What follows belongs to an exercise in optimizing a design on an open flow for small area, a short achievable clock period and few clock cycles; a production flow would make more cautious choices.
Only simulation tests tie the RTL to the original design; equivalence was not proved.

==> module fp4_fft, before the edit <==
module fp4_fft #(
    parameter MAX_N = 32,
    parameter ADDR_WIDTH = $clog2(MAX_N)
)(
    input wire clk,
    input wire rst,
    input wire start,
    input wire [ADDR_WIDTH-1:0] N,  
    output reg done,
    output reg error,
    input wire [7:0] data_in,  
    input wire data_in_valid,  
    output reg [7:0] data_out,  
    output reg data_out_valid,  
    output reg fft_ready  
);
    reg n16, n8;
    always @(posedge clk) begin
        n16 <= (N == 5'd16);
        n8 <= (N == 5'd8);
    end
    wire [3:0] mask = n16 ? 4'hf : n8 ? 4'h7 : 4'h3;
    function [14:0] stage_ctl;
        input [3:0] x;
        input m16, m8;
        reg [3:0] l0, l1, l2, l3, l4, l5, cm, r;
        reg hi4;
        begin
            l0 = x - 4'd1;
            l1 = x - 4'd9;
            l2 = x - 4'd14;
            l3 = x - 4'd1;
            l4 = x - 4'd2;
            l5 = x - 4'd9;
            hi4 = m16 ? l4[3] : m8 ? l4[2] : l4[1];
            cm = x & (m16 ? 4'hf : m8 ? 4'h7 : 4'h3);
            r = m16 ? 4'd11 : m8 ? 4'd7 : 4'd1;
            stage_ctl[14] = m16 & l0[3];
            stage_ctl[13] = (m16 | m8) & l1[2];
            stage_ctl[12] = l2[1];
            stage_ctl[11] = l3[0];
            stage_ctl[10] = m16 & l1[3];
            stage_ctl[9:8] = m16 ? {l2[2], l2[3]} : m8 ? {l2[2], 1'b0} : 2'b00;
            stage_ctl[7:5] = m16 ? {l3[1], l3[2], l3[3]} : m8 ? {l3[1], l3[2], 1'b0} : {l3[1], 2'b00};
            stage_ctl[4] = hi4 & ~l4[0];
            stage_ctl[3] = m16 & l5[2] & ~l5[1];
            stage_ctl[2] = (cm >= r);
            stage_ctl[1] = (cm == r - 4'd1);
            stage_ctl[0] = 1'b0;
        end
    endfunction
    reg in_frame;  
    reg [3:0] c;  
    reg [5:0] fv;  
    reg en;  
    reg [14:0] ctl;  
    wire start_now = data_in_valid & ~in_frame & fft_ready;
    wire adv = in_frame ? data_in_valid : 1'b1;
    wire [3:0] cur = start_now ? 4'd0 : c;
    wire last = in_frame & data_in_valid & ((c & mask) == mask);
    wire last_slot = ((c & mask) == mask);
    wire wrap = last_slot & (in_frame ? data_in_valid : ~(data_in_valid & fft_ready));
    wire in_frame_n = start_now | (in_frame & ~last);
    wire [3:0] c_n = adv ? cur + 4'd1 : c;
    wire wrap_next = (((c + 4'd1) & mask) == 4'd0);
    wire [14:0] ctl_inc = stage_ctl(c + 4'd1, n16, n8);
    wire [14:0] ctl_one = stage_ctl(4'd1, N == 5'd16, N == 5'd8);
    always @(posedge clk)
        ctl <= ~adv ? ctl : start_now ? ctl_one : ctl_inc;
    wire ph8 = ctl[14], ph4 = ctl[13];
    wire ph2 = ~c[1], ph1 = ~c[0];
    wire k4 = ctl[10];
    wire [2:0] k1 = ctl[7:5];
    wire l2b2 = c[2] ^ c[1], l2b3 = c[3] ^ (c[2] & c[1]);
    wire [1:0] k2 = n16 ? {l2b2, l2b3} : n8 ? {l2b2, 1'b0} : 2'b00;
    wire hi4 = n16 ? ~(c[3] ^ (c[2] | c[1])) : n8 ? ~(c[2] ^ c[1]) : ~c[1];
    wire cond1 = hi4 & ~c[0];
    wire cond2 = n16 & ~(c[2] ^ (c[1] | c[0])) & (c[1] ^ c[0]);
    wire [3:0] cm = c & mask;
    wire near = n16 ? (cm >= 4'd11) : n8 ? (cm == 4'd7) : (cm != 4'd0);
    wire far_last = n16 ? (cm == 4'd10) : n8 ? (cm == 4'd6) : (cm == 4'd0);
    wire out_v = n16 ? (near ? fv[0] : fv[1]) : n8 ? (near ? fv[1] : fv[2]) : (near ? fv[4] : fv[5]);
    wire [5:0] keep = n16 ? 6'b000011 : n8 ? 6'b000111 : 6'b111111;
    always @(posedge clk or negedge rst) begin
        if (!rst) begin
            in_frame <= 1'b0;
            c <= 4'hf;  
            fv <= 6'b000000;
            en <= 1'b0;
        end else begin
            in_frame <= in_frame_n;
            c <= c_n;
            en <= adv;
            if (wrap)
                fv <= {fv[4:0], in_frame} & keep;
            else if (en & far_last) begin
                if (n16) fv[1] <= 1'b0;
                else if (n8) fv[2] <= 1'b0;
                else fv[5] <= 1'b0;
            end
        end
    end
    reg [7:0] in_reg, o4, o2;
    wire [7:0] s8, s4, s2, s1;
    wire [7:0] a8, a4, a2, a1, x8, y8, x4, y4, x2, y2, x1, y1;
    wire [7:0] b4 = s8;
    wire [7:0] b2 = o4;
    fp4_butterfly_w0 bf8 (.A(a8), .B(in_reg), .X(x8), .Y(y8));
    fp4_butterfly_w08 bf4 (.A(a4), .B(b4), .w8(k4), .X(x4), .Y(y4));
    fp4_butterfly_w2 bf2 (.A(a2), .B(b2), .w(k2), .X(x2), .Y(y2));
    fp4_butterfly bf1 (.A(a1), .B(o2), .widx(k1), .X(x1), .Y(y1));
    sdf_stage #(.D(8)) st8 (.clk(clk), .en(en), .phase(ph8), .s_in(in_reg),
                            .X(x8), .Y(y8), .A(a8), .s_out(s8));
    sdf_stage #(.D(4)) st4 (.clk(clk), .en(en), .phase(ph4), .s_in(b4),
                            .X(x4), .Y(y4), .A(a4), .s_out(s4));
    sdf_stage #(.D(2)) st2 (.clk(clk), .en(en), .phase(ph2), .s_in(b2),
                            .X(x2), .Y(y2), .A(a2), .s_out(s2));
    sdf_stage #(.D(1)) st1 (.clk(clk), .en(en), .phase(ph1), .s_in(o2),
                            .X(x1), .Y(y1), .A(a1), .s_out(s1));
    reg [55:0] rv1;
    reg [15:0] rv2;
    wire [7:0] tap1 = n16 ? rv1[55:48] : n8 ? rv1[23:16] : rv1[7:0];
    wire [7:0] q1 = cond1 ? s1 : tap1;
    wire [7:0] q2 = cond2 ? q1 : rv2[15:8];
    always @(posedge clk) begin
        in_reg <= data_in;
        data_out <= q2;
    end
    always @(posedge clk) begin
        fft_ready <= in_frame ? (data_in_valid & last_slot) : (~(data_in_valid & fft_ready) & wrap_next);
        done <= last;
        error <= start & ((N == 5'd0) | ((N & (N - 5'd1)) != 5'd0));
        data_out_valid <= en & out_v;
    end
    always @(posedge clk) begin
        if (en) begin
            o4 <= s4;
            o2 <= s2;
            rv1 <= {rv1[47:0], cond1 ? tap1 : s1};
            rv2 <= {rv2[7:0], cond2 ? rv2[15:8] : q1};
        end
    end
endmodule
export LEC_CHECK = 0
export ABC_AREA = 1
export CAP_MARGIN = 20
export CORE_MARGIN = 2
export CORE_UTILIZATION = 40
export CTS_BUF_LIST = sky130_fd_sc_hd__clkbuf_16
export CTS_CLUSTER_DIAMETER = 80
export CTS_CLUSTER_SIZE = 25
export SLEW_MARGIN = 20
export BUFFER_PORTS_ARGS = -buffer_cell sky130_fd_sc_hd__buf_4
export SETUP_SLACK_MARGIN = 15
create_clock -name core_clock -period 20.0 [get_ports {clk}]
standard.sh (not shown) runs the stock make flow with config.mk's settings and CLKGATE_MAP_FILE= SYNTH_SCRIPT=/design/flow/synth_recipe.tcl, a recipe that flattens the netlist after the stock synthesis.
==> flow/flow/run.sh <==
#!/bin/bash
set -e
echo "export BUFFER_PORTS_ARGS = -buffer_cell sky130_fd_sc_hd__buf_4" >> "$FLOW_CONFIG"
echo "export SETUP_SLACK_MARGIN = 15" >> "$FLOW_CONFIG"
bash standard.sh > standard_flow.log 2>&1
Testbench counts at the start, summed over its fixed seeds: cycles 5,344.
Change:
--- a/flow/design.v
+++ b/flow/design.v
@@ -1512,26 +1512,23 @@
     wire start_now = data_in_valid & ~in_frame & fft_ready;
     wire adv = in_frame ? data_in_valid : 1'b1;
     wire [3:0] cur = start_now ? 4'd0 : c;
     wire last = in_frame & data_in_valid & ((c & mask) == mask);
-    wire last_slot = ((c & mask) == mask);
-    wire wrap = last_slot & (in_frame ? data_in_valid : ~(data_in_valid & fft_ready));
+    wire wrap = adv & ((cur & mask) == mask);
     wire in_frame_n = start_now | (in_frame & ~last);
     wire [3:0] c_n = adv ? cur + 4'd1 : c;
+    wire last_slot = ((c & mask) == mask);
     wire wrap_next = (((c + 4'd1) & mask) == 4'd0);
     wire [14:0] ctl_inc = stage_ctl(c + 4'd1, n16, n8);
     wire [14:0] ctl_one = stage_ctl(4'd1, N == 5'd16, N == 5'd8);
     always @(posedge clk)
         ctl <= ~adv ? ctl : start_now ? ctl_one : ctl_inc;
     wire ph8 = ctl[14], ph4 = ctl[13];
     wire ph2 = ~c[1], ph1 = ~c[0];
     wire k4 = ctl[10];
+    wire [1:0] k2 = ctl[9:8];
     wire [2:0] k1 = ctl[7:5];
-    wire l2b2 = c[2] ^ c[1], l2b3 = c[3] ^ (c[2] & c[1]);
-    wire [1:0] k2 = n16 ? {l2b2, l2b3} : n8 ? {l2b2, 1'b0} : 2'b00;
-    wire hi4 = n16 ? ~(c[3] ^ (c[2] | c[1])) : n8 ? ~(c[2] ^ c[1]) : ~c[1];
-    wire cond1 = hi4 & ~c[0];
-    wire cond2 = n16 & ~(c[2] ^ (c[1] | c[0])) & (c[1] ^ c[0]);
+    wire cond1 = ctl[4], cond2 = ctl[3];
     wire [3:0] cm = c & mask;
     wire near = n16 ? (cm >= 4'd11) : n8 ? (cm == 4'd7) : (cm != 4'd0);
     wire far_last = n16 ? (cm == 4'd10) : n8 ? (cm == 4'd6) : (cm == 4'd0);
     wire out_v = n16 ? (near ? fv[0] : fv[1]) : n8 ? (near ? fv[1] : fv[2]) : (near ? fv[4] : fv[5]);
Maximum frequency is lower by 1.5%.
Cell area is higher by 2.8%.
Via count is higher by 1.8%.
Final cell count is higher by 1.7%.
Die area is higher by 0.87%.
Setup slack got worse by 74 ps.
Worst hold slack improved by 4.3 ps.
Routed wire length is higher by 1.1%.
First-iteration DRC count is lower by 5.1%.
Core utilization is higher by 1.0 points.
Global-route usage stays flat.
Non-clock buffer count is higher by 8.
Testbench counts after the change, summed over its fixed seeds: cycles 5,344.

==> static timing again, ports no longer ideal <==
The flow's constraints put no driver on any port. The routed layouts listed below were extracted and timed again, unchanged, in two steps.
Step 1 sets driving cells, clkbuf_16 on the clock port and buf_2 on the other inputs (assumed; they add their load-dependent delay and slew).
Step 2 adds t to the input delays and takes it off the output delays; t is the mean of the earliest and latest rising clock arrival at the registers after step 1. Input paths then give back, and output paths get back, about the clock's delay inside the block.
Slacks: no drivers / after step 1 / after step 2; pairs: no drivers / after step 1.
run	t (ns)	slack for setup (ns)	worst hold slack (ns)	cell pins on the clock port's net
the first run	0.536	15.040 / 14.988 / 14.724	0.415 / 0.415 / 0.415	1
the second run	0.539	14.966 / 14.979 / 14.440	0.419 / 0.419 / 0.419	1
After both steps every run listed still meets setup and hold. The setup slack of the second run, which loses most, moves by +0.013 ns with the drivers and by -0.526 ns with both steps.
